Context: an optimization exercise on an open-source flow, tuned for small area, a short achievable clock period and few clock cycles. The choices shown serve that exercise and are no tape-out recipe. At most, simulation tests tie the RTL to the original design; equivalence was not proved. Only the layout flow was run in runs 1 to 4; the RTL was not checked for function there. Power is estimated from default activity; no workload was simulated.

==> flow/design.v <==
module axi_stream_insert_header #(
    parameter DATA_WD = 64,
    parameter DATA_BYTE_WD = DATA_WD / 8,
    parameter BYTE_CNT_WD = $clog2(DATA_BYTE_WD)
) (
    input                       clk             ,
    input                       rst_n           ,
    input                       valid_in        ,
    input [DATA_WD-1 : 0]       data_in         ,
    input [DATA_BYTE_WD-1 : 0]  keep_in         ,
    input                       last_in         ,
    output                      ready_in        ,
    output                      valid_out       ,
    output [DATA_WD-1 : 0]      data_out        ,
    output [DATA_BYTE_WD-1 : 0] keep_out        ,
    output                      last_out        ,
    input                       ready_out       ,
    input                       valid_insert    ,
    input [DATA_WD-1 : 0]       data_insert     ,
    input [DATA_BYTE_WD-1 : 0]  keep_insert     ,
    input [BYTE_CNT_WD : 0]     byte_insert_cnt ,
    output                      ready_insert
    );
    localparam NB = DATA_BYTE_WD;
    reg                 in_pkt ;  
    reg                 tail   ;  
    reg  [DATA_WD-1:0]  carry  ;  
    reg  [BYTE_CNT_WD:0] hcnt  ;  
    reg  [NB-1:0]       tkeep  ;  
    wire [NB-1:0] mask = ~({NB{1'b1}} << hcnt);
    wire [BYTE_CNT_WD-1:0] rot = hcnt[BYTE_CNT_WD-1:0];
    function [DATA_WD-1:0] rotr;
        input [DATA_WD-1:0] d;
        input integer       n;
        rotr = (d >> (n * 8)) | (d << (DATA_WD - n * 8));
    endfunction
    function [NB-1:0] rotk;
        input [NB-1:0] k;
        input integer  n;
        rotk = (k >> n) | (k << (NB - n));
    endfunction
    wire [DATA_WD-1:0] lane_mask;
    genvar g;
    generate
        for (g = 0; g < NB; g = g + 1) begin : g_mask
            assign lane_mask[g*8 +: 8] = {8{mask[g]}};
        end
    endgenerate
    wire [DATA_WD-1:0] s0 = (carry & lane_mask) | (data_in & ~lane_mask);
    wire [DATA_WD-1:0] s1 = rot[0] ? rotr(s0, 1) : s0;
    wire [DATA_WD-1:0] s2 = rot[1] ? rotr(s1, 2) : s1;
    wire [DATA_WD-1:0] s3 = rot[2] ? rotr(s2, 4) : s2;
    wire [NB-1:0] k0 = keep_in | mask;
    wire [NB-1:0] k1 = rot[0] ? rotk(k0, 1) : k0;
    wire [NB-1:0] k2 = rot[1] ? rotk(k1, 2) : k1;
    wire [NB-1:0] k3 = rot[2] ? rotk(k2, 4) : k2;
    wire [NB-1:0] tail_keep = keep_in << (NB - hcnt);
    wire fits = ~|(keep_in & mask);
    wire idle = !in_pkt && !tail;
    assign ready_in     = in_pkt && ready_out;
    assign valid_out    = tail || (in_pkt && valid_in);
    assign ready_insert = idle || (ready_out && (tail || (in_pkt && valid_in && last_in && fits)));
    assign data_out = s3;
    assign keep_out = tail ? tkeep : (last_in ? k3 : {NB{1'b1}});
    assign last_out = tail || (last_in && fits);
    wire shake_insert = valid_insert && ready_insert;
    wire shake_in     = valid_in && ready_in;
    always @(posedge clk or negedge rst_n) begin
        if (!rst_n) begin
            in_pkt <= 1'b0;
            tail   <= 1'b0;
        end
        else begin
            if (shake_insert)
                in_pkt <= 1'b1;
            else if (shake_in && last_in)
                in_pkt <= 1'b0;
            if (shake_in && last_in && !fits)
                tail <= 1'b1;
            else if (ready_out)
                tail <= 1'b0;
        end
    end
    wire ld_hdr  = shake_insert;
    wire ld_in   = shake_in && !shake_insert;
    wire ld_hold = !shake_insert && !shake_in;
    always @(posedge clk)
        carry <= ({DATA_WD{ld_hdr}} & data_insert) | ({DATA_WD{ld_in}} & data_in) |
                 ({DATA_WD{ld_hold}} & carry);
    always @(posedge clk) begin
        if (shake_insert)
            hcnt <= byte_insert_cnt;
        if (shake_in)
            tkeep <= tail_keep;
    end
endmodule
==> flow/flow/run.sh <==
#!/bin/bash
# The standard ORFS layout, with two changes:
# - synthesis maps the logic with an area-oriented ABC script (flow/area.abc);
#   registers, flattening and names are synth_recipe.tcl's, unchanged;
# - every port is buffered with the smallest buffer cell (the resizer may
#   still upsize it) instead of the default choice.
set -euo pipefail
W=$PWD
bash standard.sh \
  "SYNTH_SCRIPT=$W/flow/my_synth.tcl" \
  "MY_ABC_SCRIPT=$W/flow/area.abc" \
  "FLOW_SYNTH_TCL=$W/synth_recipe.tcl" \
  "BUFFER_PORTS_ARGS=-buffer_cell sky130_fd_sc_hd__buf_1" \
  finish > standard_flow.log 2>&1
==> flow/flow/area.abc <==
strash
dch
map -a
amap
topo
stime -c
==> flow/flow/my_synth.tcl <==
# The standard flow's synthesis script (synth_recipe.tcl), with ABC mapping the logic by
# the area-oriented script in MY_ABC_SCRIPT instead of ORFS's own script.
proc abc {args} {
  set i [lsearch -exact $args -script]
  if { $i >= 0 } { lset args [expr { $i + 1 }] $::env(MY_ABC_SCRIPT) }
  set i [lsearch -exact $args -D]
  if { $i >= 0 } { set args [lreplace $args $i [expr { $i + 1 }]] }
  puts "abc (own script): $args"
  yosys abc {*}$args
}
source $::env(FLOW_SYNTH_TCL)
==> flow/standard.sh <==
#!/bin/bash
# synth_recipe.tcl (not shown) runs the flow's synth.tcl, then flattens the netlist and writes it again
# the make line also repeats each setting of config.mk as NAME=value (left out here)
make -C /OpenROAD-flow-scripts/flow DESIGN_CONFIG=/design/flow/config.mk WORK_HOME=/design/flow/orfs CLKGATE_MAP_FILE= SYNTH_SCRIPT=/design/flow/synth_recipe.tcl "${@:-finish}"
==> flow/config.mk <==
export PLATFORM = sky130hd
export DESIGN_NAME = axi_stream_insert_header
export DESIGN_NICKNAME = axi_stream_insert_header
export VERILOG_FILES = /design/flow/design.v
export SDC_FILE = /design/flow/constraint.sdc
export NUM_CORES = 4
export LEC_CHECK = 0
export CAP_MARGIN = 20
export CORE_MARGIN = 2
export CORE_UTILIZATION = 40
export PLACE_DENSITY = 0.6
export SLEW_MARGIN = 20
==> flow/constraint.sdc <==
create_clock -name core_clock -period 5.0 [get_ports {clk}]
set_input_delay 1.0000 -clock core_clock [delete_from_list [all_inputs] [get_ports {clk}]]
set_output_delay 1.0000 -clock core_clock [all_outputs]
set_load 0.01 [all_outputs]
==> impl_metrics.yaml, run 1 <==
floorplan:
  die_h_um: 118
  core_mm2: 0.0127
  die-area_mm2: 0.0139
  io_pins: 230
  row_count: 41
  initial_core_util_pct: 41.0
  die_w_um: 118
clock_tree:
  cts_tree: "built"
  cts_max_path_buffers: 2
  cts_hold_buf: 0
  numCtsBuffers: 9
  post_cts_buffers: 0
  cts_root_buf: "clkbuf_16"
  clkTransAtPathRegs_ns: 0.06
  h-tree-depth: 3
  cts.sinks: 78
  cts_resized: 0
  clk_latency_ns: 0.35
final_layout:
  nets: 1066
  layout-drive-gt1-share_pct: 5.15
  fillers: 1282
  areaGrowthSynthToFinish_pct: 29.9
  antennaDiodeCount: 0
sta:
  worst_pin_slew_ns: 0.788
  rsz0062_at_grt: "false"
  fmax_mhz: 220
  finalCritPeriodShare_pct: 90.9
  setup_ws_ns: 0.453
  relSlewSlack_pct: 47.5
  clock_skew_ns: 0.00543
  fin_crit_ns: 4.55
  finalSetupViolations: 0
  drv_slew: 0
  hold_viol_final: 0
yosys:
  synth_seq_cells: 78
  yosys.area_share.xor_xnor_pct: 0
  synth_nets: 817
  synth_cells: 659
  synthSimpleGateAreaFrac_pct: 8.02
  syn_area_mm2: 0.00520
  ys_types: 24
  synthAdderAreaFrac_pct: 0.963
  synth_top_family_by_area: "compound AO/OA/AOI/OAI gates"
  synth_compound_area_share_pct: 52.0
  ys_warn_count: 1
  syn_area_per_cell_um2: 7.89
  ys_seq_area_share_pct: 32.5
  synth.area.mux_share_pct: 0
drt:
  vias: 7009
  viasPerCell: 6.46
  drt_iter0_markers: 851
  first_pass_iters: 10
  drcViolationCount: 0
  ant_nets: 0
  wl_per_cell_um: 20.7
  postRouteWirelength_mm: 22.4
critical_path:
  worst-path-max-fanout: 70
  critical_path_class: "reg -> reg"
  worstPathRequired_ns: 5.23
  startpoint_type: "flop"
  regToRegStartpoint: "hcnt[2]"
  r2r-end: "carry[26]"
  endpoint_kind: "flop"
  critPathArrivalTime_ns: 4.77
  reg2regPathDepth: 15
  reg2reg_slack_ns: 0.45
power:
  p_clk_share_pct: 17.5
  pwr-share-seq_pct: 27.4
  power_density_mw_per_mm2: 583
  p_sw_mw: 1.78
  p_int_mw: 2.15
  pwr-share-comb_pct: 55.1
  sw_frac_of_total_pct: 45.2
  p_leak_nw: 2.28
  power_mw: 3.93
  irDropWorstVdd_mv: 0.241
place:
  port_buffers: 221
  dp_slack_ns: 0.360
  dp_hpwl_mm: 14.9
  finalWeightedCongestion: 0.876
global_routing:
  antenna_found_initial: 0
  grt_usage_pct: 31.1
  grt_overflow: 0
  grt_pass1_vias: 6547
  grt_pass1_wl_mm: 34.2
  grt_max_degree: 82
job:
  cap_violations: 0
run_status:
  status: "finished clean"
min_path:
  hp-class: "in -> async"
[per-stage QoR]
stage                     area (um^2)  cells  hold slack, ns  TNS, ns  utilization, %
after floorplan                  5260    659           0.432  -156.12               -
after global placement           6440   1069           0.441        0            50.9
after detailed placement         6440   1069           0.448        0            50.9
after CTS                        6750   1085           0.413        0            53.2
after global routing             6750   1085           0.427        0            53.3
final                            6750   1085           0.421        0            53.3
[worst max path at each step]
stage / startpoint / end / slack (ns) / cells after the start
4_1_cts: hcnt[2] / carry[55] / 0.36 / 15
5_1_grt: hcnt[3] / carry[21] / 0.08 / 15
3_5_place_dp: hcnt[2] / carry[23] / 0.36 / 15
3_3_place_gp: hcnt[2] / carry[63] / 0.50 / 15
2_1_floorplan: hcnt[0] / data_out[0] / -1.17 / 12
6_report: hcnt[2] / carry[26] / 0.45 / 15
[registers in the layout, indices dropped and copies added (netlist names)]
name    count
carry      64
tkeep       8
hcnt        4
in_pkt      1
tail        1
[layer usage]
layer,part of all wire [%],track usage [%]
met1,41,40.4
met2,46,50.5
met3,10,6.20
met4,2.7,12.4
met5,0,0
[cells by family after synthesis]
kind of cell,Yosys count
adders and majority gates,4
buffers and inverters,89
AOI/OAI and AO/OA,382
and+or+nand+nor,106
DFF,78
[cell usage after synthesis, drive strengths merged]
cell | n | area (um^2)
nand2b | 1 | 6.26
or3 | 2 | 12.5
edfxtp | 12 | 360
nand2 | 27 | 101
o21ai | 26 | 130
o22ai | 151 | 945
o22a | 19 | 166
ha | 4 | 50.1
o32ai | 3 | 26.3
o21a | 8 | 60.1
a22o | 11 | 96.3
nand3 | 1 | 5.00
a222oi | 64 | 641
nor4 | 1 | 6.26
nor3 | 4 | 20.0
dfrtp | 2 | 50.1
clkinv | 89 | 334
a21oi | 49 | 245
a22oi | 40 | 300
o221ai | 10 | 87.6
o31ai | 1 | 7.51
nor2 | 69 | 259
nor2b | 1 | 6.26
dfxtp | 64 | 1280
[worst max-delay path, stage by stage, from the launching register on]
cell and delay, ns:
edfxtp_1 0.41, nor2_1 0.11, buf_4 0.24, clkinvlp_4 0.35
o21ai_1 0.22, clkinv_1 0.45, a22o_1 0.36, nor4_1 0.38
clkinv_1 0.21, o21ai_2 0.22, nand2_2 0.13, clkinv_8 0.27
nor2_4 0.23, buf_4 0.33, a222oi_1 0.36, clkinv_1 0.11
[area by class of cell]
cell class	instances	area (um^2)	share of cell area, %
Timing Repair Buffer	238	957	14.2
Multi-Input combinational cell	492	3220	47.7
Inverter	89	362	5.36
Clock inverter	4	43.8	0.649
Clock buffer	12	258	3.82
Sequential cell	78	1690	25.1
Tap cell	172	215	3.19
[layout by cell type, fill, tap and decap left out, drive strengths merged, types with 2 or more instances in the layout]
cell,n
clkbuf,12
nor3,4
or3,2
edfxtp,12
nor2,69
inv,3
a22oi,40
a22o,11
dfrtp,2
dfxtp,64
o22ai,151
o21a,8
o22a,19
o32ai,3
nand2,27
buf,238
o221ai,10
clkinv,88
o21ai,26
a21oi,49
ha,4
a222oi,64
[power by group through the flow]
stage	logic [mW]	clock network (mW)	registers, mW
6_report	2.17	0.688	1.08
5_1_grt	2.38	0.723	1.10
4_1_cts	2.14	0.700	1.07
3_5_place_dp	2.14	0	1.08
3_3_place_gp	2.08	0	1.07
2_1_floorplan	1.47	0	1.09
==> inputs of run 2 (changes only) <==
--- a/flow/config.mk
+++ b/flow/config.mk
@@ -9,4 +9,5 @@
 export CORE_MARGIN = 2
 export CORE_UTILIZATION = 40
 export PLACE_DENSITY = 0.6
+export SETUP_SLACK_MARGIN = 1.5
 export SLEW_MARGIN = 20
==> impl_metrics.yaml, run 2 <==
sta:
  finalCritPeriodShare_pct: 74.8
  rsz0062_at_grt: "true"
  finalSetupViolations: 0
  relSlewSlack_pct: 42.2
  fin_crit_ns: 3.74
  drv_slew: 0
  hold_viol_final: 0
  worst_pin_slew_ns: 0.867
  setup_tns_ns: 0
  clock_skew_ns: 0.0129
  fmax_mhz: 267
critical_path:
  critPathMaxStageDelay_ns: 0.47
  critPathArrivalTime_ns: 2.74
  startpoint_type: "flop"
  slowest_stage: "edfxtp_1"
  worstPathRequired_ns: 4.00
  worst-path-max-fanout: 5
  endpoint_kind: "output port"
  worstPathCellList: "inv_2 -> ha_4 -> clkinv_4 -> ha_4 -> nor2_4 -> clkinv_4 -> a22oi_2 -> nand2_1 -> o21ai_2 -> nor2_1 -> a21oi_2 -> o22ai_1 -> buf_1"
  critical_path_class: "reg -> out"
clock_tree:
  cts_tree: "built"
  cts_max_path_buffers: 2
  cts.sinks: 78
  clkTransAtPathRegs_ns: 0.07
  cts_root_buf: "clkbuf_16"
  numCtsBuffers: 9
  cts_hold_buf: 0
  h-tree-depth: 3
  clk_latency_ns: 0.35
drt:
  drt_iter0_markers: 1243
  vias: 7751
  ant_nets: 0
  drcViolationCount: 0
  postRouteWirelength_mm: 27.6
  viasPerCell: 6.71
  first_pass_iters: 9
  wl_per_cell_um: 23.9
final_layout:
  mostFrequentLayoutCells: "buf_1, o22ai_1, clkinv_1"
  antennaDiodeCount: 0
  regMostFlops: "carry"
  largest_register_ffs: 64
  nets: 1136
  instances_no_fill: 1155
  layout-drive-gt1-share_pct: 25.9
  top_regs: "carry: 64 flops, tkeep: 8 flops, hcnt: 4 flops"
  final_common_cell: "buf_1"
  areaGrowthSynthToFinish_pct: 59.3
  fillers: 1128
global_routing:
  grt_usage_pct: 33.3
  grt_max_degree: 82
  antenna_found_initial: 0
  grt_overflow: 0
  met1_usage_pct: 43.8
  grt_util_met3_pct: 7.27
  grt_pass1_vias: 6892
  grt_pass1_wl_mm: 36.8
  grt_use_met2_pct: 52.7
  busiest_layer: "met2"
job:
  cap_violations: 0
floorplan:
  row_count: 41
  die_h_um: 118
  die_w_um: 118
  core_mm2: 0.0127
  io_pins: 230
  initial_core_util_pct: 41.0
  die-area_mm2: 0.0139
yosys:
  synthTopCellsByArea: "dfxtp_1, o22ai_1, a222oi_1"
  synth.most_common_cell: "o22ai_1"
  yosysTopAreaCell: "dfxtp_1"
  ys_seq_area_share_pct: 32.5
  synth_cells: 659
  synth_seq_cells: 78
  syn_area_mm2: 0.00520
  yosys.area.top_type_share_pct: 24.7
  ys_warn_count: 1
  synth_nets: 817
  ys_types: 24
  async_reset_ff_share_pct: 2.56
  synthTopCellsByCount: "o22ai_1, clkinv_1, nor2_1"
  syn_area_per_cell_um2: 7.89
  synth_edf_count: 12
  ys.flop_type: "dfxtp_1"
power:
  power_density_mw_per_mm2: 573
  p_leak_nw: 2.97
  irDropWorstVdd_mv: 0.240
  power_mw: 4.75
min_path:
  hp-class: "in -> async"
place:
  dpl.cell_count: 1069
  dp_hpwl_mm: 15.1
  port_buffers: 221
  finalWeightedCongestion: 0.883
run_status:
  status: "finished clean"
[run 2: per-stage QoR]
stage | utilization, % | setup WS [ns] | area, um^2 | hold slack (ns)
2_1_floorplan | - | -1.17 | 5260 | 0.432
3_3_place_gp | 50.8 | 0.703 | 6440 | 0.443
3_5_place_dp | 50.8 | 0.625 | 6440 | 0.449
4_1_cts | 59.0 | 1.31 | 7470 | 0.431
5_1_grt | 65.4 | 1.15 | 8280 | 0.439
6_report | 65.4 | 1.26 | 8280 | 0.435
[run 2: power breakdown]
part | total (mW) | leakage [nW] | switching [mW] | internal (mW)
Combinational | 2.93 | 2.13 | 1.71 | 1.22
Sequential | 1.10 | 0.675 | 0.173 | 0.928
Clock | 0.719 | 0.161 | 0.275 | 0.443
[run 2: path summary, 6_finish.rpt]
path | start | endpoint | slack [ns] | depth (start not counted)
min in group core_clock | carry[58] | carry[58] | 0.47 | 2
max in group asynchronous | rst_n | in_pkt | 4.43 | 1
setup / recovery | hcnt[1] | data_out[52] | 1.26 | 13
hold reg to reg | carry[58] | carry[58] | 0.47 | 2
hold / removal | rst_n | tail | 0.44 | 1
setup reg to reg | hcnt[1] | carry[43] | 1.46 | 19
[run 2: kinds of logic (layout without fill, tap and decap cells)]
kind of cell,after synthesis,count (layout),synth area share [%]
and+or+nand+nor,106,110,8.02
buffers and inverters,89,409,6.43
adders and majority gates,4,4,0.963
AOI/OAI and AO/OA,382,382,52.0
DFF,78,78,32.5
[run 2: timing repair]
item / 4_1_cts / 5_1_grt
pin swaps: 29 / 71
resized for setup: 125 / 97
setup buffers: 19 / 26
cloned: 7 / 18
setup endpoints to repair: 142 / 138
[run 2: critical path, delay by kind of cell (launching register included)]
kind | cells | cell delay, ns
DFF | 1 | 0.47
buffers and inverters | 4 | 0.53
AOI/OAI and AO/OA | 4 | 0.67
adders and majority gates | 2 | 0.32
and+or+nand+nor | 3 | 0.39
[run 2: metal layers]
metal | share of wire (%) | routed length (um)
met1 | 37 | 10300
met2 | 45 | 12300
met3 | 14 | 3750
met4 | 4.5 | 1240
met5 | 0 | 0
[run 2: final cells by class]
| cell class | count | area, um^2 | area share [%] |
|---|---|---|---|
| inverters | 89 | 410 | 4.96 |
| repair buffers | 299 | 1820 | 22.0 |
| multi-input cells | 496 | 3780 | 45.6 |
| repair inverters | 5 | 43.8 | 0.529 |
| clock inverters | 3 | 40.0 | 0.484 |
| well taps | 172 | 215 | 2.60 |
| clock buffers | 13 | 282 | 3.40 |
| flip-flops and latches | 78 | 1690 | 20.4 |
==> inputs of run 3 (changes only) <==
--- a/flow/config.mk
+++ b/flow/config.mk
@@ -9,5 +9,5 @@
 export CORE_MARGIN = 2
 export CORE_UTILIZATION = 40
 export PLACE_DENSITY = 0.6
-export SETUP_SLACK_MARGIN = 1.5
+export SETUP_SLACK_MARGIN = 2.0
 export SLEW_MARGIN = 20
==> impl_metrics.yaml, run 3 <==
clock_tree:
  h-tree-depth: 3
  cts_tree: "built"
  clk_latency_ns: 0.35
  cts_max_path_buffers: 2
  clkTransAtPathRegs_ns: 0.07
  cts_hold_buf: 0
  numCtsBuffers: 9
  cts.sinks: 78
  cts_root_buf: "clkbuf_16"
drt:
  ant_nets: 0
  postRouteWirelength_mm: 27.4
  drcViolationCount: 0
  viasPerCell: 6.76
  wl_per_cell_um: 23.9
  drt_iter0_markers: 1262
  first_pass_iters: 9
  vias: 7726
global_routing:
  grt_max_degree: 82
  grt_overflow: 0
  grt_pass1_wl_mm: 39.1
  grt_pass1_vias: 7088
  antenna_found_initial: 0
  grt_usage_pct: 35.8
power:
  pwr-share-seq_pct: 23.1
  p_sw_mw: 2.15
  power_mw: 4.76
  irDropWorstVdd_mv: 0.237
  p_leak_nw: 2.97
  pwr-share-comb_pct: 61.7
  sw_frac_of_total_pct: 45.1
  p_clk_share_pct: 15.2
  p_int_mw: 2.61
  power_density_mw_per_mm2: 574
floorplan:
  die_h_um: 118
  die-area_mm2: 0.0139
  io_pins: 230
  die_w_um: 118
  core_mm2: 0.0127
  initial_core_util_pct: 41.0
  row_count: 41
yosys:
  ys_seq_area_share_pct: 32.5
  ys.flop_type: "dfxtp_1"
  synth_cells: 659
  yosysTopAreaCell: "dfxtp_1"
  synth.area.mux_share_pct: 0
  synthTopCellsByArea: "dfxtp_1, o22ai_1, a222oi_1"
  synth_edf_count: 12
  ys_warn_count: 1
  synthAdderAreaFrac_pct: 0.963
  yosys.area.top_type_share_pct: 24.7
  yosys.area_share.xor_xnor_pct: 0
  syn_area_mm2: 0.00520
  synthSimpleGateAreaFrac_pct: 8.02
  ys_types: 24
  synthTopCellsByCount: "o22ai_1, clkinv_1, nor2_1"
  synth_compound_area_share_pct: 52.0
  synth_nets: 817
  synth.most_common_cell: "o22ai_1"
  syn_area_per_cell_um2: 7.89
  async_reset_ff_share_pct: 2.56
  synth_top_family_by_area: "compound AO/OA/AOI/OAI gates"
  synth_seq_cells: 78
sta:
  clock_skew_ns: 0.00998
  finalCritPeriodShare_pct: 75.3
  drv_slew: 0
  fin_crit_ns: 3.76
  rsz0062_at_grt: "true"
  hold_viol_final: 0
  relSlewSlack_pct: 42.3
  finalSetupViolations: 0
  worst_pin_slew_ns: 0.866
  fmax_mhz: 266
  setup_tns_ns: 0
final_layout:
  largest_register_ffs: 64
  areaGrowthSynthToFinish_pct: 59.6
  antennaDiodeCount: 0
  top_regs: "carry: 64 flops, tkeep: 8 flops, hcnt: 4 flops"
  instances_no_fill: 1143
  mostFrequentLayoutCells: "buf_1, o22ai_1, clkinv_1"
  fillers: 1127
  nets: 1124
  regMostFlops: "carry"
  final_common_cell: "buf_1"
  layout-drive-gt1-share_pct: 25.3
critical_path:
  reg2reg_slack_ns: 1.71
  worstPathRequired_ns: 4.00
  crit_family: "compound AO/OA/AOI/OAI gates"
  worst-path-max-fanout: 5
  critPathArrivalTime_ns: 2.76
  critPathMaxStageDelay_ns: 0.47
  critical_path_class: "reg -> out"
  endpoint_kind: "output port"
  startpoint_type: "flop"
  path_buf_inv: 4
  regToRegStartpoint: "hcnt[1]"
  reg2regPathDepth: 16
  worstPathCellList: "buf_6 -> buf_12 -> ha_4 -> o21ai_4 -> clkinv_4 -> a22oi_1 -> nand2_1 -> o21ai_0 -> nor2_1 -> a21oi_2 -> o22ai_1 -> buf_1"
  r2r-end: "carry[4]"
  slowest_stage: "edfxtp_1"
job:
  cap_violations: 0
place:
  dp_hpwl_mm: 15.1
  port_buffers: 221
  finalWeightedCongestion: 0.883
  dpl.cell_count: 1069
run_status:
  status: "finished clean"
min_path:
  hp-class: "in -> async"
## run 3: cell counts after synthesis
No cell type changed its count.
## run 3: cell families (layout without fill, tap and decap cells)
group                      Yosys count  count (layout)
adders and majority gates            4               4
AOI/OAI and AO/OA                  382             382
and+or+nand+nor                    106             108
buffers and inverters               89             399
DFF                                 78              78
## run 3: layout make-up
type	count	area, um^2	area share, %
Timing Repair inverter	5	46.3	0.558
Timing Repair Buffer	289	1850	22.4
Clock buffer	13	282	3.39
Tap cell	172	215	2.60
Sequential cell	78	1690	20.4
Multi-Input combinational cell	494	3750	45.2
Clock inverter	3	40.0	0.483
Inverter	89	413	4.98
## run 3: through the flow
step	worst slack, ns	util, %	instance area, um^2	hold WS [ns]
finish	1.24	65.4	8290	0.433
global route	1.18	65.4	8290	0.437
CTS	1.31	62.3	7900	0.431
detailed placement	0.625	50.8	6440	0.449
global placement	0.703	50.8	6440	0.443
floorplan	-1.17	-	5260	0.432
## run 3: repair_timing
action | in CTS | in global routing
resized for setup | 164 | 66
cloned | 16 | 7
setup buffers | 28 | 7
pin swaps | 43 | 51
endpoints found under the setup margin | 143 | 142
## run 3: worst max path at each step
stage,start,endpoint,slack (ns),depth (start not counted)
floorplan,hcnt[0],data_out[0],-1.17,12
global placement,hcnt[3],carry[53],0.70,14
detailed placement,hcnt[3],carry[19],0.62,15
CTS,hcnt[1],ready_insert,1.31,10
global route,hcnt[1],data_out[58],1.18,12
finish,hcnt[1],data_out[26],1.24,12
## run 3: metal layers
metal,routed length [um],up-vias,track usage [%]
met5,0,-,0
met4,1190,0,16.4
met3,3460,91,6.93
met2,12100,622,55.7
met1,10600,3609,47.9
li1,-,3404,-
## run 3: power groups by stage
stage	Combinational (mW)	Clock, mW	Sequential [mW]
2_1_floorplan	1.47	0	1.09
3_3_place_gp	2.09	0	1.07
3_5_place_dp	2.14	0	1.08
4_1_cts	2.67	0.717	1.09
5_1_grt	3.13	0.745	1.13
6_report	2.94	0.723	1.10
==> inputs of run 4 (changes only) <==
--- a/flow/design.v
+++ b/flow/design.v
@@ -25,10 +25,9 @@
     reg                 in_pkt ;  
     reg                 tail   ;  
     reg  [DATA_WD-1:0]  carry  ;  
-    reg  [BYTE_CNT_WD:0] hcnt  ;  
-    reg  [NB-1:0]       tkeep  ;  
-    wire [NB-1:0] mask = ~({NB{1'b1}} << hcnt);
-    wire [BYTE_CNT_WD-1:0] rot = hcnt[BYTE_CNT_WD-1:0];
+    reg  [NB-1:0]       mask   ;  
+    reg  [BYTE_CNT_WD-1:0] rot ;  
+    reg  [NB-2:0]       tkeep  ;  
     function [DATA_WD-1:0] rotr;
         input [DATA_WD-1:0] d;
         input integer       n;
@@ -54,14 +53,17 @@
     wire [NB-1:0] k1 = rot[0] ? rotk(k0, 1) : k0;
     wire [NB-1:0] k2 = rot[1] ? rotk(k1, 2) : k1;
     wire [NB-1:0] k3 = rot[2] ? rotk(k2, 4) : k2;
-    wire [NB-1:0] tail_keep = keep_in << (NB - hcnt);
+    wire [NB-1:0] k0t = keep_in & mask;
+    wire [NB-1:0] k1t = rot[0] ? rotk(k0t, 1) : k0t;
+    wire [NB-1:0] k2t = rot[1] ? rotk(k1t, 2) : k1t;
+    wire [NB-1:0] tail_keep = rot[2] ? rotk(k2t, 4) : k2t;
     wire fits = ~|(keep_in & mask);
     wire idle = !in_pkt && !tail;
     assign ready_in     = in_pkt && ready_out;
     assign valid_out    = tail || (in_pkt && valid_in);
     assign ready_insert = idle || (ready_out && (tail || (in_pkt && valid_in && last_in && fits)));
     assign data_out = s3;
-    assign keep_out = tail ? tkeep : (last_in ? k3 : {NB{1'b1}});
+    assign keep_out = tail ? {1'b1, tkeep} : (last_in ? k3 : {NB{1'b1}});
     assign last_out = tail || (last_in && fits);
     wire shake_insert = valid_insert && ready_insert;
     wire shake_in     = valid_in && ready_in;
@@ -88,9 +90,11 @@
         carry <= ({DATA_WD{ld_hdr}} & data_insert) | ({DATA_WD{ld_in}} & data_in) |
                  ({DATA_WD{ld_hold}} & carry);
     always @(posedge clk) begin
-        if (shake_insert)
-            hcnt <= byte_insert_cnt;
+        if (shake_insert) begin
+            mask <= ~({NB{1'b1}} << byte_insert_cnt);
+            rot  <= byte_insert_cnt[BYTE_CNT_WD-1:0];
+        end
         if (shake_in)
-            tkeep <= tail_keep;
+            tkeep <= tail_keep[NB-2:0];
     end
 endmodule
--- a/flow/config.mk
+++ b/flow/config.mk
@@ -9,5 +9,4 @@
 export CORE_MARGIN = 2
 export CORE_UTILIZATION = 40
 export PLACE_DENSITY = 0.6
-export SETUP_SLACK_MARGIN = 2.0
 export SLEW_MARGIN = 20
==> impl_metrics.yaml, run 4 <==
yosys:
  synth_edf_count: 18
  syn_area_mm2: 0.00505
  ys.flop_type: "dfxtp_1"
  synth.most_common_cell: "o22ai_1"
  synth_seq_cells: 84
  ys_seq_area_share_pct: 37.1
  synth_cells: 592
  async_reset_ff_share_pct: 2.38
  yosys.area.top_type_share_pct: 34.8
  synthTopCellsByArea: "o22ai_1, dfxtp_1, a222oi_1"
  ys_types: 18
  ys_warn_count: 1
  yosysTopAreaCell: "o22ai_1"
  synth_nets: 746
  syn_area_per_cell_um2: 8.53
  synthTopCellsByCount: "o22ai_1, clkinv_1, a222oi_1, dfxtp_1, edfxtp_1"
power:
  power_mw: 3.84
  pwr-share-comb_pct: 51.6
  p_leak_nw: 2.03
  p_int_mw: 2.13
  sw_frac_of_total_pct: 44.6
  power_density_mw_per_mm2: 589
  p_sw_mw: 1.71
  irDropWorstVdd_mv: 0.363
  pwr-share-seq_pct: 30.5
  p_clk_share_pct: 17.9
final_layout:
  mostFrequentLayoutCells: "o22ai_1, buf_1, clkinv_1"
  final_common_cell: "o22ai_1"
  instances_no_fill: 1015
  layout-drive-gt1-share_pct: 4.15
  largest_register_ffs: 64
  antennaDiodeCount: 0
  final_util_pct: 52.4
  fillers: 1296
  regMostFlops: "carry"
  areaGrowthSynthToFinish_pct: 29.3
  finish.instance_area_mm2: 0.00653
  nets: 992
  top_regs: "carry: 64 flops, mask: 8 flops, tkeep: 7 flops"
clock_tree:
  h-tree-depth: 3
  cts_hold_buf: 0
  post_cts_buffers: 0
  numCtsBuffers: 9
  clk_latency_ns: 0.35
  cts_root_buf: "clkbuf_16"
  cts_resized: 0
  cts_tree: "built"
  cts_max_path_buffers: 2
  cts.sinks: 84
  clkTransAtPathRegs_ns: 0.07
drt:
  viasPerCell: 6.74
  postRouteWirelength_mm: 21.8
  wl_per_cell_um: 21.5
  vias: 6843
  drt_iter0_markers: 947
  ant_nets: 0
  drcViolationCount: 0
  first_pass_iters: 10
critical_path:
  worstPathCellList: "clkinv_1 -> nor2b_1 -> nor2_1 -> nand3_1 -> a2111oi_0 -> clkinv_1 -> o21ai_0 -> buf_1"
  critPathMaxStageDelay_ns: 0.71
  regToRegStartpoint: "mask[5]"
  endpoint_kind: "output port"
  r2r-end: "carry[3]"
  path_common_cell: "clkinv_1"
  worst-path-max-fanout: 10
  reg2reg_slack_ns: 1.05
  reg2regPathDepth: 13
  slowest_stage: "a2111oi_0"
  critical_path_class: "reg -> out"
  worstPathRequired_ns: 4.00
  critPathArrivalTime_ns: 3.08
  startpoint_type: "flop"
sta:
  relSlewSlack_pct: 32.3
  worst_pin_slew_ns: 1.01
  hold_viol_final: 0
  rsz0062_at_grt: "false"
  clock_skew_ns: 0.00694
  drv_slew: 0
  finalSetupViolations: 0
  finalCritPeriodShare_pct: 81.5
  fin_crit_ns: 4.08
  setup_ws_ns: 0.924
  setup_tns_ns: 0
  fmax_mhz: 245
  fin_hold_ws_ns: 0.423
floorplan:
  die_w_um: 116
  die_h_um: 116
  io_pins: 230
  row_count: 41
  initial_core_util_pct: 40.5
  die-area_mm2: 0.0135
  core_mm2: 0.0125
min_path:
  hp-class: "in -> async"
global_routing:
  grt_overflow: 0
  grt_pass1_vias: 6060
  grt_usage_pct: 31.2
  grt_max_degree: 83
  grt_pass1_wl_mm: 32.2
  antenna_found_initial: 1
place:
  post_dp_cell_area_mm2: 0.00621
  dp_slack_ns: 1.13
  finalWeightedCongestion: 0.964
  dp_hpwl_mm: 15.2
  port_buffers: 221
  dpl.cell_count: 998
job:
  cap_violations: 0
run_status:
  status: "finished clean"
## run 4: cell types whose count changed in the layout (fill, tap and decap cells not counted), sizes merged, moves of 15 or more
| cell | delta |
|---|---|
| o22ai | +130 |
| nor2 | -57 |
| a21oi | -42 |
| a22oi | -40 |
| buf | -38 |
| o21ai | -20 |
| clkbuf | -17 |
| nand2 | -15 |
## run 4: logic make-up after synthesis
| logic type | after synthesis | synth area share (%) |
|---|---|---|
| compound gates | 383 | 53.0 |
| buf+inv | 85 | 6.32 |
| flops | 84 | 37.1 |
| simple gates | 40 | 3.62 |
## run 4: worst max-delay path, delay by kind of cell, from the launching register on
| kind | cells | cell delay (ns) |
|---|---|---|
| compound gates | 2 | 0.96 |
| buf+inv | 3 | 0.78 |
| flops | 1 | 0.67 |
| simple gates | 3 | 0.34 |
## run 4: worst max-delay path by stage
stage	start	end	slack, ns	depth (start not counted)
3_5_place_dp	keep_in[6]	carry[31]	1.13	13
4_1_cts	mask[5]	ready_insert	0.94	8
6_report	mask[5]	ready_insert	0.92	8
2_1_floorplan	rot[0]	data_out[15]	-0.31	4
3_3_place_gp	keep_in[6]	carry[43]	1.17	13
5_1_grt	mask[6]	ready_insert	0.82	8
## run 4: per-layer routing
layer  vias up  GRT usage (%)  wire, um
met5         -              0        13
met4         2           12.9       630
met3        41           6.18      2140
met2       417           49.3      9850
met1      3235           42.0      9170
li1       3148              -         -
## run 4: power by group through the flow
stage	sequential, mW	clock (mW)	combinational [mW]
2_1_floorplan	1.18	0	1.32
3_3_place_gp	1.17	0	1.91
3_5_place_dp	1.18	0	1.95
4_1_cts	1.17	0.693	1.96
5_1_grt	1.20	0.723	2.18
6_report	1.17	0.688	1.98
## run 4: layout make-up
class                           count  area [um^2]  area share (%)
Multi-Input combinational cell    423         2870            44.0
Sequential cell                    84         1870            28.7
Timing Repair Buffer              235          947            14.5
Inverter                           85          322            4.93
Clock buffer                        9          225            3.45
Tap cell                          172          215            3.30
Clock inverter                      7         73.8            1.13
==> inputs of run 5 (changes only) <==
--- a/flow/design.v
+++ b/flow/design.v
@@ -27,7 +27,7 @@
     reg  [DATA_WD-1:0]  carry  ;  
     reg  [NB-1:0]       mask   ;  
     reg  [BYTE_CNT_WD-1:0] rot ;  
-    reg  [NB-2:0]       tkeep  ;  
+    reg  [NB-2:0]       keep_r ;  
     function [DATA_WD-1:0] rotr;
         input [DATA_WD-1:0] d;
         input integer       n;
@@ -49,21 +49,17 @@
     wire [DATA_WD-1:0] s1 = rot[0] ? rotr(s0, 1) : s0;
     wire [DATA_WD-1:0] s2 = rot[1] ? rotr(s1, 2) : s1;
     wire [DATA_WD-1:0] s3 = rot[2] ? rotr(s2, 4) : s2;
-    wire [NB-1:0] k0 = keep_in | mask;
+    wire [NB-1:0] k0 = tail ? ({1'b1, keep_r} & mask) : (keep_in | mask);
     wire [NB-1:0] k1 = rot[0] ? rotk(k0, 1) : k0;
     wire [NB-1:0] k2 = rot[1] ? rotk(k1, 2) : k1;
     wire [NB-1:0] k3 = rot[2] ? rotk(k2, 4) : k2;
-    wire [NB-1:0] k0t = keep_in & mask;
-    wire [NB-1:0] k1t = rot[0] ? rotk(k0t, 1) : k0t;
-    wire [NB-1:0] k2t = rot[1] ? rotk(k1t, 2) : k1t;
-    wire [NB-1:0] tail_keep = rot[2] ? rotk(k2t, 4) : k2t;
     wire fits = ~|(keep_in & mask);
     wire idle = !in_pkt && !tail;
     assign ready_in     = in_pkt && ready_out;
     assign valid_out    = tail || (in_pkt && valid_in);
     assign ready_insert = idle || (ready_out && (tail || (in_pkt && valid_in && last_in && fits)));
     assign data_out = s3;
-    assign keep_out = tail ? {1'b1, tkeep} : (last_in ? k3 : {NB{1'b1}});
+    assign keep_out = k3;
     assign last_out = tail || (last_in && fits);
     wire shake_insert = valid_insert && ready_insert;
     wire shake_in     = valid_in && ready_in;
@@ -95,6 +91,6 @@
             rot  <= byte_insert_cnt[BYTE_CNT_WD-1:0];
         end
         if (shake_in)
-            tkeep <= tail_keep[NB-2:0];
+            keep_r <= keep_in[NB-2:0];
     end
 endmodule
--- a/flow/config.mk
+++ b/flow/config.mk
@@ -9,4 +9,6 @@
 export CORE_MARGIN = 2
 export CORE_UTILIZATION = 40
 export PLACE_DENSITY = 0.6
+export SETUP_SLACK_MARGIN = 2.0
 export SLEW_MARGIN = 20
+export TNS_END_PERCENT = 0
==> impl_metrics.yaml, run 5 <==
yosys:
  ys_seq_area_share_pct: 38.6
  synth_edf_count: 18
  synthTopCellsByArea: "o22ai_1, dfxtp_1, a222oi_1"
  syn_area_mm2: 0.00485
  ys_types: 16
  yosys.area.top_type_share_pct: 35.1
  ys.flop_type: "dfxtp_1"
  synth_nets: 725
  synth.most_common_cell: "o22ai_1"
  synth_seq_cells: 84
  yosysTopAreaCell: "o22ai_1"
  async_reset_ff_share_pct: 2.38
  ys_warn_count: 1
  syn_area_per_cell_um2: 8.50
  synth_cells: 571
  synthTopCellsByCount: "o22ai_1, clkinv_1, a222oi_1, dfxtp_1"
power:
  sw_frac_of_total_pct: 45.6
  power_density_mw_per_mm2: 568
  p_clk_share_pct: 14.8
  p_int_mw: 2.32
  pwr-share-comb_pct: 57.4
  power_mw: 4.26
  p_leak_nw: 2.55
  irDropWorstVdd_mv: 0.251
  pwr-share-seq_pct: 27.8
  p_sw_mw: 1.94
place:
  dp_hpwl_mm: 14.1
  finalWeightedCongestion: 0.887
  port_buffers: 221
  dpl.cell_count: 951
  post_dp_cell_area_mm2: 0.00597
  dp_slack_ns: 0.970
global_routing:
  grt_max_degree: 74
  grt_overflow: 0
  grt_usage_pct: 32.7
  busiest_layer: "met2"
  grt_pass1_wl_mm: 33.1
  grt_util_met3_pct: 6.99
  grt_use_met2_pct: 51.6
  grt_pass1_vias: 6210
  met1_usage_pct: 43.3
  antenna_found_initial: 0
drt:
  drcViolationCount: 0
  first_pass_iters: 8
  vias: 6936
  viasPerCell: 7.03
  wl_per_cell_um: 24.5
  postRouteWirelength_mm: 24.2
  ant_nets: 0
  drt_iter0_markers: 1308
clock_tree:
  h-tree-depth: 3
  cts.sinks: 84
  cts_max_path_buffers: 2
  cts_root_buf: "clkbuf_16"
  cts_tree: "built"
  clk_latency_ns: 0.34
  numCtsBuffers: 9
  clkTransAtPathRegs_ns: 0.06
final_layout:
  largest_register_ffs: 64
  nets: 989
  final_common_cell: "buf_1"
  instances_no_fill: 987
  final_util_pct: 63.0
  areaGrowthSynthToFinish_pct: 54.6
  antennaDiodeCount: 0
  mostFrequentLayoutCells: "buf_1, o22ai_1, o22ai_2"
  regMostFlops: "carry"
  layout-drive-gt1-share_pct: 27.1
  fillers: 1037
  top_regs: "carry: 64 flops, mask: 8 flops, keep_r: 7 flops"
  finish.instance_area_mm2: 0.00750
floorplan:
  row_count: 40
  die_h_um: 114
  die_w_um: 114
  io_pins: 230
  core_mm2: 0.0119
  initial_core_util_pct: 40.7
  die-area_mm2: 0.0130
critical_path:
  reg2regPathDepth: 11
  regToRegStartpoint: "mask[0]"
  reg2reg_slack_ns: 2.17
  startpoint_type: "input port"
  critical_path_class: "in -> out"
  r2r-end: "carry[46]"
  endpoint_kind: "output port"
  worstPathRequired_ns: 4.00
  worst-path-max-fanout: 2
  critPathArrivalTime_ns: 2.05
run_status:
  status: "finished clean"
sta:
  worst_pin_slew_ns: 0.901
  fmax_mhz: 328
  setup_ws_ns: 1.95
  clock_skew_ns: 0.00814
  drv_slew: 0
  relSlewSlack_pct: 39.8
  finalSetupViolations: 0
  rsz0062_at_grt: "true"
  fin_crit_ns: 3.05
  hold_viol_final: 0
  finalCritPeriodShare_pct: 60.9
  fin_hold_ws_ns: 0.431
  setup_tns_ns: 0
job:
  cap_violations: 0
min_path:
  hp-class: "in -> async"
[run 5: power groups by stage]
stage               combinational, mW  clock [mW]  sequential, mW
detailed placement               1.91           0            1.16
global placement                 1.86           0            1.15
finish                           2.45       0.631            1.19
global route                     2.62       0.664            1.22
CTS                              1.98       0.635            1.14
floorplan                        1.28           0            1.17
[run 5: worst max-delay path by stage]
| stage | startpoint | to | slack [ns] | cells past startpoint |
|---|---|---|---|---|
| finish | data_in[25] | data_out[33] | 1.95 | 6 |
| global route | data_in[20] | data_out[36] | 1.90 | 6 |
| CTS | tail | keep_out[5] | 1.90 | 10 |
| detailed placement | keep_in[6] | carry[51] | 0.97 | 11 |
| global placement | keep_in[6] | carry[38] | 1.04 | 11 |
| floorplan | rot[0] | keep_out[1] | -0.003 | 5 |
[run 5: logic make-up after synthesis]
kind of cell	count (synthesis)	synth area share [%]
buffers and inverters	90	6.96
flip-flops	84	38.6
AO/OA/AOI/OAI	368	52.0
AND/OR/NAND/NOR	29	2.42
[run 5: area by class of cell]
cell class                      count  area, um^2  area share (%)
Multi-Input combinational cell    399        3560            47.4
Sequential cell                    84        1870            25.0
Timing Repair Buffer              248        1180            15.8
Inverter                           90         407            5.42
Clock buffer                       13         260            3.47
Tap cell                          147         184            2.45
Timing Repair inverter              3        26.3           0.350
Clock inverter                      3        12.5           0.167
[run 5: worst max-delay path, stage by stage]
cell	delay, ns
buf_1	0.15
o22ai_2	0.14
o22ai_2	0.24
o22ai_2	0.11
o22ai_1	0.21
buf_2	0.18
[run 5: repair_timing]
action	CTS	global route
hold buffers	0	0
endpoints found under the setup margin	149	148
hold endpoints to repair	0	0
setup buffers	8	6
resized for setup	32	231
cloned	2	4
pin swaps	2	43
[run 5: per-layer routing]
layer / part of all wire [%] / vias to the layer above
met4: 3.6 / 0
met2: 47 / 522
li1: - / 3059
met3: 11 / 76
met1: 38 / 3279
met5: 0 / -
Testbench counts of run 5, summed over its fixed seeds: cycles 11,954.
==> inputs of run 6 (changes only) <==
==> flow/flow/run.sh (replaced) <==
#!/bin/bash
# The standard ORFS layout (standard.sh), with these changes:
# - synthesis maps the logic with an area-oriented ABC script (flow/area.abc);
#   registers, flattening and names are synth_recipe.tcl's, unchanged;
# - every port is buffered with the smallest buffer cell (the resizer may
#   still upsize it) instead of the default choice;
# - clock tree: clkbuf_8 buffers and no dummy loads;
# - timing repair up to CTS aims for PRE_MARGIN ns of setup slack on the worst
#   path only; after global routing it only repairs up to POST_MARGIN.
set -euo pipefail
W=$PWD
PRE_MARGIN=${PRE_MARGIN:-2.0}
POST_MARGIN=${POST_MARGIN:-1.0}
COMMON=(
  "SYNTH_SCRIPT=$W/flow/my_synth.tcl"
  "MY_ABC_SCRIPT=$W/flow/area.abc"
  "FLOW_SYNTH_TCL=$W/synth_recipe.tcl"
  "BUFFER_PORTS_ARGS=-buffer_cell sky130_fd_sc_hd__buf_1"
  "CTS_ARGS=-sink_clustering_enable -repair_clock_nets -dont_use_dummy_load -buf_list sky130_fd_sc_hd__clkbuf_8 -root_buf sky130_fd_sc_hd__clkbuf_8"
  "TNS_END_PERCENT=0"
)
bash standard.sh "${COMMON[@]}" "SETUP_SLACK_MARGIN=$PRE_MARGIN" cts > flow_to_cts.log 2>&1
bash standard.sh "${COMMON[@]}" "SETUP_SLACK_MARGIN=$POST_MARGIN" finish > flow_to_finish.log 2>&1
--- a/flow/config.mk
+++ b/flow/config.mk
@@ -9,6 +9,4 @@
 export CORE_MARGIN = 2
 export CORE_UTILIZATION = 40
 export PLACE_DENSITY = 0.6
-export SETUP_SLACK_MARGIN = 2.0
 export SLEW_MARGIN = 20
-export TNS_END_PERCENT = 0
==> impl_metrics.yaml, run 6 <==
final_layout:
  largest_register_ffs: 64
  nets: 979
  fillers: 1200
  layout-drive-gt1-share_pct: 6.56
  top_regs: "carry: 64 flops, mask: 8 flops, keep_r: 7 flops"
  antennaDiodeCount: 0
  areaGrowthSynthToFinish_pct: 29.0
  final_common_cell: "o22ai_1"
  multiInputGateArea_mm2: 0.00272
  mostFrequentLayoutCells: "o22ai_1, buf_1, clkinv_1"
  regMostFlops: "carry"
  regArea_mm2: 0.00187
critical_path:
  regToRegStartpoint: "mask[5]"
  worst-path-max-fanout: 72
  worstPathRequired_ns: 4.00
  critPathMaxStageDelay_ns: 0.62
  path_buf_inv: 2
  r2r-end: "carry[46]"
  startpoint_type: "flop"
  crit_family: "buffers and inverters"
  reg2reg_slack_ns: 2.04
  reg2regPathDepth: 11
  slowest_stage: "buf_4"
  critical_path_class: "reg -> out"
  critPathArrivalTime_ns: 2.17
  worstPathCellList: "buf_4 -> o22ai_1 -> o22ai_1 -> buf_1"
  path_common_cell: "o22ai_1"
  endpoint_kind: "output port"
yosys:
  synth_edf_count: 18
  ys_types: 16
  synth_seq_cells: 84
  synthTopCellsByCount: "o22ai_1, clkinv_1, a222oi_1, dfxtp_1"
  synthTopCellsByArea: "o22ai_1, dfxtp_1, a222oi_1"
  async_reset_ff_share_pct: 2.38
  synth_cells: 571
  ys_warn_count: 1
  ys.flop_type: "dfxtp_1"
  syn_area_per_cell_um2: 8.50
  yosysTopAreaCell: "o22ai_1"
  synth.most_common_cell: "o22ai_1"
  syn_area_mm2: 0.00485
  yosys.area.top_type_share_pct: 35.1
  ys_seq_area_share_pct: 38.6
  synth_nets: 725
drt:
  ant_nets: 0
  wl_per_cell_um: 22.6
  viasPerCell: 6.78
  vias: 6579
  drt_iter0_markers: 964
  first_pass_iters: 6
  drcViolationCount: 0
  postRouteWirelength_mm: 22.0
floorplan:
  die_h_um: 114
  core_mm2: 0.0119
  io_pins: 230
  initial_core_util_pct: 40.7
  die_w_um: 114
  row_count: 40
  die-area_mm2: 0.0130
power:
  p_leak_nw: 1.98
  irDropWorstVdd_mv: 0.223
  p_int_mw: 1.89
  p_sw_mw: 1.66
  p_clk_share_pct: 11.1
  power_density_mw_per_mm2: 568
  sw_frac_of_total_pct: 46.8
  pwr-share-comb_pct: 56.7
  pwr-share-seq_pct: 32.2
sta:
  fmax_mhz: 316
  setup_ws_ns: 1.83
  setup_tns_ns: 0
  fin_crit_ns: 3.17
  clock_skew_ns: 0.0200
  worst_pin_slew_ns: 0.905
  rsz0062_at_grt: "false"
  hold_viol_final: 0
  finalSetupViolations: 0
  drv_slew: 0
  finalCritPeriodShare_pct: 63.4
  relSlewSlack_pct: 39.6
clock_tree:
  numCtsBuffers: 9
  h-tree-depth: 3
  cts_tree: "built"
  cts.sinks: 84
  clkTransAtPathRegs_ns: 0.09
  clk_latency_ns: 0.37
  cts_hold_buf: 0
  cts_root_buf: "clkbuf_8"
  cts_max_path_buffers: 2
job:
  cap_violations: 0
place:
  dp_hpwl_mm: 14.1
  dp_slack_ns: 0.970
  port_buffers: 221
  finalWeightedCongestion: 0.887
global_routing:
  grt_pass1_vias: 6215
  antenna_found_initial: 0
  grt_overflow: 0
  grt_pass1_wl_mm: 33.2
  grt_usage_pct: 32.7
  grt_max_degree: 74
min_path:
  hp-class: "in -> async"
run_status:
  status: "finished clean"
## run 6: cell counts after synthesis
Identical to the previous run, type by type.
## run 6: stage by stage
step                      cell area, um^2  util (%)  hold WS [ns]  instances  power (mW)
after global routing                 6260      52.6         0.397        970        3.80
after global placement               5970      50.1         0.444        951        3.01
after detailed placement             5970      50.1         0.448        951        3.07
after CTS                            6260      52.6         0.396        970        3.52
final                                6260      52.6         0.394        970        3.55
after floorplan                      4850         -         0.433        571        2.45
## run 6: cell families (layout without fill, tap and decap cells)
group / count (synthesis) / count (layout) / share of synthesized area, %
compound gates: 368 / 368 / 52.0
buf+inv: 90 / 340 / 6.96
flops: 84 / 84 / 38.6
simple gates: 29 / 31 / 2.42
## run 6: worst max path at each step
stage,startpoint,end,slack (ns),cells past startpoint
global placement,keep_in[6],carry[38],1.04,11
CTS,rot[1],data_out[24],1.90,4
detailed placement,keep_in[6],carry[51],0.97,11
floorplan,rot[0],keep_out[1],-0.003,5
finish,rot[1],data_out[24],1.83,4
global route,tail,keep_out[5],1.70,10
## run 6: final cells by class
| cell class | count | share of cell area, % |
|---|---|---|
| Inverter | 90 | 5.96 |
| Timing Repair Buffer | 241 | 15.8 |
| Multi-Input combinational cell | 399 | 43.5 |
| Tap cell | 147 | 2.94 |
| Sequential cell | 84 | 29.9 |
| Clock buffer | 9 | 1.98 |
## run 6: worst reg2reg max path: stages, from the launching register on
cell,delay [ns]
edfxtp_1,0.42
clkinv_2,0.23
o22ai_1,0.19
nor4_4,0.36
clkinv_2,0.10
o21ai_2,0.16
nand2_1,0.17
clkinv_8,0.22
nor2_4,0.16
buf_4,0.30
a222oi_1,0.41
clkinv_1,0.11
## run 6: repair_timing
item	CTS	global route
setup buffers	8	0
resized for setup	32	0
endpoints found under the setup margin	149	0
## run 6: metal layers
metal / vias to the layer above / part of all wire [%] / global-route usage [%]
met5: - / 0 / 0
met4: 0 / 3.3 / 13.0
met3: 51 / 10 / 5.35
met2: 406 / 46 / 53.5
met1: 3096 / 41 / 43.4
li1: 3026 / - / -
## run 6: power by group through the flow
stage,logic (mW),clock network (mW),registers [mW]
floorplan,1.28,0,1.17
global placement,1.86,0,1.15
detailed placement,1.91,0,1.16
CTS,1.98,0.396,1.14
global route,2.20,0.424,1.18
finish,2.02,0.393,1.14
==> inputs of run 7 (changes only) <==
--- a/flow/flow/run.sh
+++ b/flow/flow/run.sh
@@ -9,8 +9,8 @@
 #   path only; after global routing it only repairs up to POST_MARGIN.
 set -euo pipefail
 W=$PWD
-PRE_MARGIN=${PRE_MARGIN:-2.0}
-POST_MARGIN=${POST_MARGIN:-1.0}
+PRE_MARGIN=${PRE_MARGIN:-2.3}
+POST_MARGIN=${POST_MARGIN:-0}
 COMMON=(
   "SYNTH_SCRIPT=$W/flow/my_synth.tcl"
   "MY_ABC_SCRIPT=$W/flow/area.abc"
==> impl_metrics.yaml, run 7 <==
final_layout:
  antennaDiodeCount: 0
  top_regs: "carry: 64 flops, mask: 8 flops, keep_r: 7 flops"
  areaGrowthSynthToFinish_pct: 39.3
  regMostFlops: "carry"
  final_common_cell: "o22ai_1"
  final_util_pct: 56.7
  largest_register_ffs: 64
  layout-drive-gt1-share_pct: 17.2
  nets: 982
  mostFrequentLayoutCells: "o22ai_1, buf_1, clkinv_1"
yosys:
  synthTopCellsByArea: "o22ai_1, dfxtp_1, a222oi_1"
  ys_types: 16
  synth_edf_count: 18
  synthTopCellsByCount: "o22ai_1, clkinv_1, a222oi_1, dfxtp_1"
  synth.most_common_cell: "o22ai_1"
  async_reset_ff_share_pct: 2.38
  synth_seq_cells: 84
  yosysTopAreaCell: "o22ai_1"
  synth_cells: 571
  yosys.area.top_type_share_pct: 35.1
  syn_area_per_cell_um2: 8.50
  syn_area_mm2: 0.00485
  ys_warn_count: 1
  ys_seq_area_share_pct: 38.6
  ys.flop_type: "dfxtp_1"
  synth_nets: 725
critical_path:
  slowest_stage: "o22ai_1"
  endpoint_kind: "output port"
  worstPathRequired_ns: 4.00
  critical_path_class: "in -> out"
  regToRegStartpoint: "mask[6]"
  path_common_cell: "o22ai_1"
  startpoint_type: "input port"
  r2r-end: "carry[46]"
  worstPathCellList: "buf_1 -> o22ai_1 -> o22ai_1 -> o22ai_2 -> o22ai_1 -> buf_2"
  reg2reg_slack_ns: 2.04
  critPathMaxStageDelay_ns: 0.29
  reg2regPathDepth: 12
  critPathArrivalTime_ns: 2.06
  worst-path-max-fanout: 2
floorplan:
  initial_core_util_pct: 40.7
  die_h_um: 114
  die-area_mm2: 0.0130
  row_count: 40
  core_mm2: 0.0119
  die_w_um: 114
  io_pins: 230
power:
  p_int_mw: 1.99
  irDropWorstVdd_mv: 0.224
  p_leak_nw: 2.21
  pwr-share-seq_pct: 31.0
  sw_frac_of_total_pct: 46.9
  power_density_mw_per_mm2: 555
  pwr-share-comb_pct: 58.5
  p_clk_share_pct: 10.5
  p_sw_mw: 1.76
drt:
  wl_per_cell_um: 23.1
  drt_iter0_markers: 948
  postRouteWirelength_mm: 22.5
  drcViolationCount: 0
  first_pass_iters: 8
  ant_nets: 0
  vias: 6708
  viasPerCell: 6.89
global_routing:
  grt_max_degree: 74
  grt_overflow: 0
  grt_usage_pct: 33.5
  grt_pass1_wl_mm: 34.1
  grt_pass1_vias: 6395
  antenna_found_initial: 0
clock_tree:
  cts_max_path_buffers: 2
  clkTransAtPathRegs_ns: 0.09
  cts_hold_buf: 0
  numCtsBuffers: 9
  cts.sinks: 84
  cts_tree: "built"
  clk_latency_ns: 0.37
  h-tree-depth: 3
  cts_root_buf: "clkbuf_8"
sta:
  hold_viol_final: 0
  worst_pin_slew_ns: 0.904
  finalSetupViolations: 0
  clock_skew_ns: 0.0168
  setup_ws_ns: 1.94
  fin_crit_ns: 3.06
  fin_hold_ws_ns: 0.396
  rsz0062_at_grt: "false"
  finalCritPeriodShare_pct: 61.3
  fmax_mhz: 326
  drv_slew: 0
  relSlewSlack_pct: 39.7
place:
  dp_slack_ns: 0.970
  port_buffers: 221
  dp_hpwl_mm: 14.1
  finalWeightedCongestion: 0.887
run_status:
  status: "finished clean"
job:
  cap_violations: 0
min_path:
  hp-class: "in -> async"
==> run 7: cell counts after synthesis <==
Identical to the previous run, type by type.
==> run 7: routing by layer <==
| metal | vias to the layer above | track usage, % | wire length (um) |
|---|---|---|---|
| met5 | - | 0 | 0 |
| met4 | 0 | 14.4 | 728 |
| met3 | 51 | 6.46 | 2410 |
| met2 | 444 | 54.8 | 10400 |
| met1 | 3181 | 43.1 | 8930 |
| li1 | 3032 | - | - |
==> run 7: layout make-up <==
cell class | instances | area, um^2
timing repair buffer | 244 | 1070
multi-input combinational | 399 | 3100
tap | 147 | 184
sequential | 84 | 1870
fill | 1119 | 5150
inverter | 90 | 408
clock buffer | 9 | 124
==> run 7: cell families (layout without fill, tap and decap cells) <==
| logic type | Yosys count | count (layout) | synth area share [%] |
|---|---|---|---|
| AOI/OAI and AO/OA | 368 | 368 | 52.0 |
| buffers and inverters | 90 | 343 | 6.96 |
| DFF | 84 | 84 | 38.6 |
| and+or+nand+nor | 29 | 31 | 2.42 |
==> run 7: worst max-delay path: cells and delay by family <==
family	cells	cell delay [ns]
compound gates	4	0.79
buf+inv	2	0.27
==> run 7: worst max-delay path by stage <==
stage                 from      endpoint  slack [ns]  depth (start not counted)
6_report       data_in[49]  data_out[33]        1.94                          6
5_1_grt            mask[0]  data_out[17]        1.83                          6
4_1_cts         data_in[3]  data_out[51]        2.00                          6
3_5_place_dp    keep_in[6]     carry[51]        0.97                         11
3_3_place_gp    keep_in[6]     carry[38]        1.04                         11
2_1_floorplan       rot[0]   keep_out[1]      -0.003                          5
==> run 7: timing repair <==
item / in CTS / in global routing
resized for setup: 143 / 0
buffers inserted: 11 / 0
setup endpoints to repair: 149 / 0
==> run 7: through the flow <==
| stage | cell area [um^2] | power, mW | setup TNS (ns) | std cells |
|---|---|---|---|---|
| finish | 6760 | 3.75 | 0 | 973 |
| global route | 6760 | 4.00 | 0 | 973 |
| CTS | 6760 | 3.70 | 0 | 973 |
| detailed placement | 5970 | 3.07 | 0 | 951 |
| global placement | 5970 | 3.01 | 0 | 951 |
| floorplan | 4850 | 2.45 | -0.00644 | 571 |
==> run 7: power groups by stage <==
stage	clock (mW)	sequential (mW)	combinational (mW)
after global placement	0	1.15	1.86
after floorplan	0	1.17	1.28
after global routing	0.424	1.19	2.38
final	0.392	1.16	2.20
after CTS	0.396	1.15	2.15
after detailed placement	0	1.16	1.91
==> inputs of run 8 (changes only) <==
--- a/flow/flow/run.sh
+++ b/flow/flow/run.sh
@@ -9,7 +9,7 @@
 #   path only; after global routing it only repairs up to POST_MARGIN.
 set -euo pipefail
 W=$PWD
-PRE_MARGIN=${PRE_MARGIN:-2.3}
+PRE_MARGIN=${PRE_MARGIN:-1.7}
 POST_MARGIN=${POST_MARGIN:-0}
 COMMON=(
   "SYNTH_SCRIPT=$W/flow/my_synth.tcl"
==> impl_metrics.yaml, run 8 <==
run_status:
  status: "finished clean"
power:
  p_clk_share_pct: 11.2
  p_sw_mw: 1.65
  power_density_mw_per_mm2: 571
  p_leak_nw: 1.94
  pwr-share-comb_pct: 56.5
  irDropWorstVdd_mv: 0.223
  p_int_mw: 1.88
  sw_frac_of_total_pct: 46.8
  pwr-share-seq_pct: 32.3
clock_tree:
  cts.sinks: 84
  clk_latency_ns: 0.37
  cts_max_path_buffers: 2
  cts_hold_buf: 0
  cts_tree: "built"
  cts_root_buf: "clkbuf_8"
  clkTransAtPathRegs_ns: 0.09
  h-tree-depth: 3
  numCtsBuffers: 9
drt:
  ant_nets: 0
  first_pass_iters: 9
  wl_per_cell_um: 22.5
  postRouteWirelength_mm: 21.8
  drcViolationCount: 0
  viasPerCell: 6.82
  vias: 6607
  drt_iter0_markers: 1059
sta:
  fmax_mhz: 291
  fin_crit_ns: 3.43
  setup_tns_ns: 0
  relSlewSlack_pct: 35.9
  finalSetupViolations: 0
  setup_ws_ns: 1.57
  worst_pin_slew_ns: 0.961
  rsz0062_at_grt: "false"
  fin_hold_ws_ns: 0.396
  clock_skew_ns: 0.0172
  finalCritPeriodShare_pct: 68.7
  drv_slew: 0
  hold_viol_final: 0
yosys:
  syn_area_per_cell_um2: 8.50
  synth_edf_count: 18
  synth_cells: 571
  synth_nets: 725
  synth.most_common_cell: "o22ai_1"
  ys_warn_count: 1
  synthTopCellsByArea: "o22ai_1, dfxtp_1, a222oi_1"
  synth_seq_cells: 84
  async_reset_ff_share_pct: 2.38
  yosys.area.top_type_share_pct: 35.1
  ys_types: 16
  ys_seq_area_share_pct: 38.6
  ys.flop_type: "dfxtp_1"
  synthTopCellsByCount: "o22ai_1, clkinv_1, a222oi_1, dfxtp_1"
  syn_area_mm2: 0.00485
  yosysTopAreaCell: "o22ai_1"
critical_path:
  path_buf_inv: 5
  worst-path-max-fanout: 38
  slowest_stage: "nor4_1"
  worstPathRequired_ns: 5.23
  critical_path_class: "in -> reg"
  crit_family: "buffers and inverters"
  endpoint_kind: "flop"
  path_common_cell: "clkinv_1"
  critPathMaxStageDelay_ns: 0.45
  startpoint_type: "input port"
  critPathArrivalTime_ns: 3.67
  worstPathCellList: "buf_1 -> a22o_1 -> nor4_1 -> clkinv_1 -> o21ai_0 -> nand2_1 -> clkinv_4 -> nor2_4 -> buf_4 -> a222oi_1 -> clkinv_1"
global_routing:
  antenna_found_initial: 0
  grt_max_degree: 74
  grt_overflow: 0
  grt_pass1_vias: 6207
  grt_pass1_wl_mm: 33.1
  grt_usage_pct: 32.6
place:
  dp_hpwl_mm: 14.1
  dpl.cell_count: 951
  port_buffers: 221
  finalWeightedCongestion: 0.887
  dp_slack_ns: 0.970
floorplan:
  die-area_mm2: 0.0130
  io_pins: 230
  die_h_um: 114
  die_w_um: 114
  core_mm2: 0.0119
  row_count: 40
  initial_core_util_pct: 40.7
final_layout:
  top_regs: "carry: 64 flops, mask: 8 flops, keep_r: 7 flops"
  instances_no_fill: 969
  areaGrowthSynthToFinish_pct: 27.5
  final_util_pct: 52.0
  antennaDiodeCount: 0
  mostFrequentLayoutCells: "o22ai_1, buf_1, clkinv_1"
  layout-drive-gt1-share_pct: 5.23
  final_common_cell: "o22ai_1"
  regMostFlops: "carry"
  largest_register_ffs: 64
  nets: 978
min_path:
  hp-class: "in -> async"
job:
  cap_violations: 0
[run 8: cell counts after synthesis]
No cell type changed its count.
[run 8: layout make-up]
| cell class | instances | area (um^2) |
|---|---|---|
| repair buffers | 240 | 972 |
| well taps | 147 | 184 |
| flip-flops and latches | 84 | 1870 |
| fillers | 1202 | 5720 |
| inverters | 90 | 354 |
| clock buffers | 9 | 124 |
| multi-input cells | 399 | 2680 |
[run 8: routing by layer]
layer  share of wire, %  global-route usage [%]
met1                 40                    43.1
met2                 46                    53.2
met3                 11                    5.35
met4                3.1                    13.1
met5                  0                       0
[run 8: cell families (layout without fill, tap and decap cells)]
group	after synthesis	count (layout)	share of synthesized area, %
flip-flops	84	84	38.6
AND/OR/NAND/NOR	29	31	2.42
AO/OA/AOI/OAI	368	368	52.0
buffers and inverters	90	339	6.96
[run 8: repair_timing]
action                                  in CTS  in global routing
buffers inserted                             7                  0
endpoints found under the setup margin     136                  0
gates resized for setup                      9                  0
[run 8: path summary, 6_finish.rpt]
path / start / slack (ns) / endpoint / cells past startpoint
max: keep_in[6] / 1.57 / carry[51] / 11
min: rst_n / 0.40 / in_pkt / 1
max reg2reg: mask[5] / 1.64 / carry[51] / 11
min reg2reg: carry[7] / 0.46 / carry[7] / 2
max in group asynchronous: rst_n / 4.48 / tail / 1
min in group core_clock: carry[7] / 0.46 / carry[7] / 2
[run 8: power groups by stage]
| stage | clock network (mW) | logic, mW | registers [mW] |
|---|---|---|---|
| 2_1_floorplan | 0 | 1.28 | 1.17 |
| 3_3_place_gp | 0 | 1.86 | 1.15 |
| 3_5_place_dp | 0 | 1.91 | 1.16 |
| 4_1_cts | 0.396 | 1.97 | 1.13 |
| 5_1_grt | 0.424 | 2.18 | 1.17 |
| 6_report | 0.396 | 1.99 | 1.14 |
[run 8: stage by stage]
step                      power [mW]  cell area [um^2]
final                           3.53              6190
after CTS                       3.50              6190
after floorplan                 2.45              4850
after global routing            3.78              6190
after detailed placement        3.07              5970
after global placement          3.01              5970

==> re-timing with driven ports <==
The flow's constraints put no driver on any port. The routed layouts listed below were extracted and timed again, unchanged, in two steps. Step 1: set_driving_cell puts a clkbuf_16 on clk and a buf_2 on each other input, an assumption about the parent block. Step 2, shift: input delay + t, output delay - t, t = (earliest + latest rising clock arrival at the registers) / 2. This alone moves slack from input paths to output paths. a / b / c = no drivers / after step 1 / after step 2; a / b = the first two.
run	shift t [ns]	setup slack, ns	worst hold slack (ns)	worst register clock-pin slew, ns	worst data-port slew with drivers (ns)
run 1	0.387	0.453 / 0.453 / 0.453	0.421 / 0.404 / 0.464	0.06 / 0.06	0.06
run 2	0.386	1.258 / 1.217 / 1.464	0.435 / 0.425 / 0.470	0.07 / 0.07	0.08
run 3	0.388	1.236 / 1.195 / 1.583	0.433 / 0.423 / 0.467	0.07 / 0.07	0.08
run 4	0.384	0.924 / 0.884 / 1.048	0.423 / 0.406 / 0.463	0.07 / 0.07	0.08
run 5	0.377	1.953 / 1.919 / 1.690	0.431 / 0.414 / 0.461	0.06 / 0.06	0.06
run 6	0.395	1.831 / 1.794 / 1.508	0.394 / 0.380 / 0.461	0.09 / 0.09	0.06
run 7	0.397	1.936 / 1.889 / 1.618	0.396 / 0.382 / 0.465	0.09 / 0.09	0.06
run 8	0.396	1.565 / 1.532 / 1.178	0.396 / 0.382 / 0.461	0.09 / 0.09	0.06
After both steps setup and hold are still met in every run listed. For run 8, which loses most, drivers alone change the setup slack by -0.033 ns; drivers and shift together by -0.387 ns.
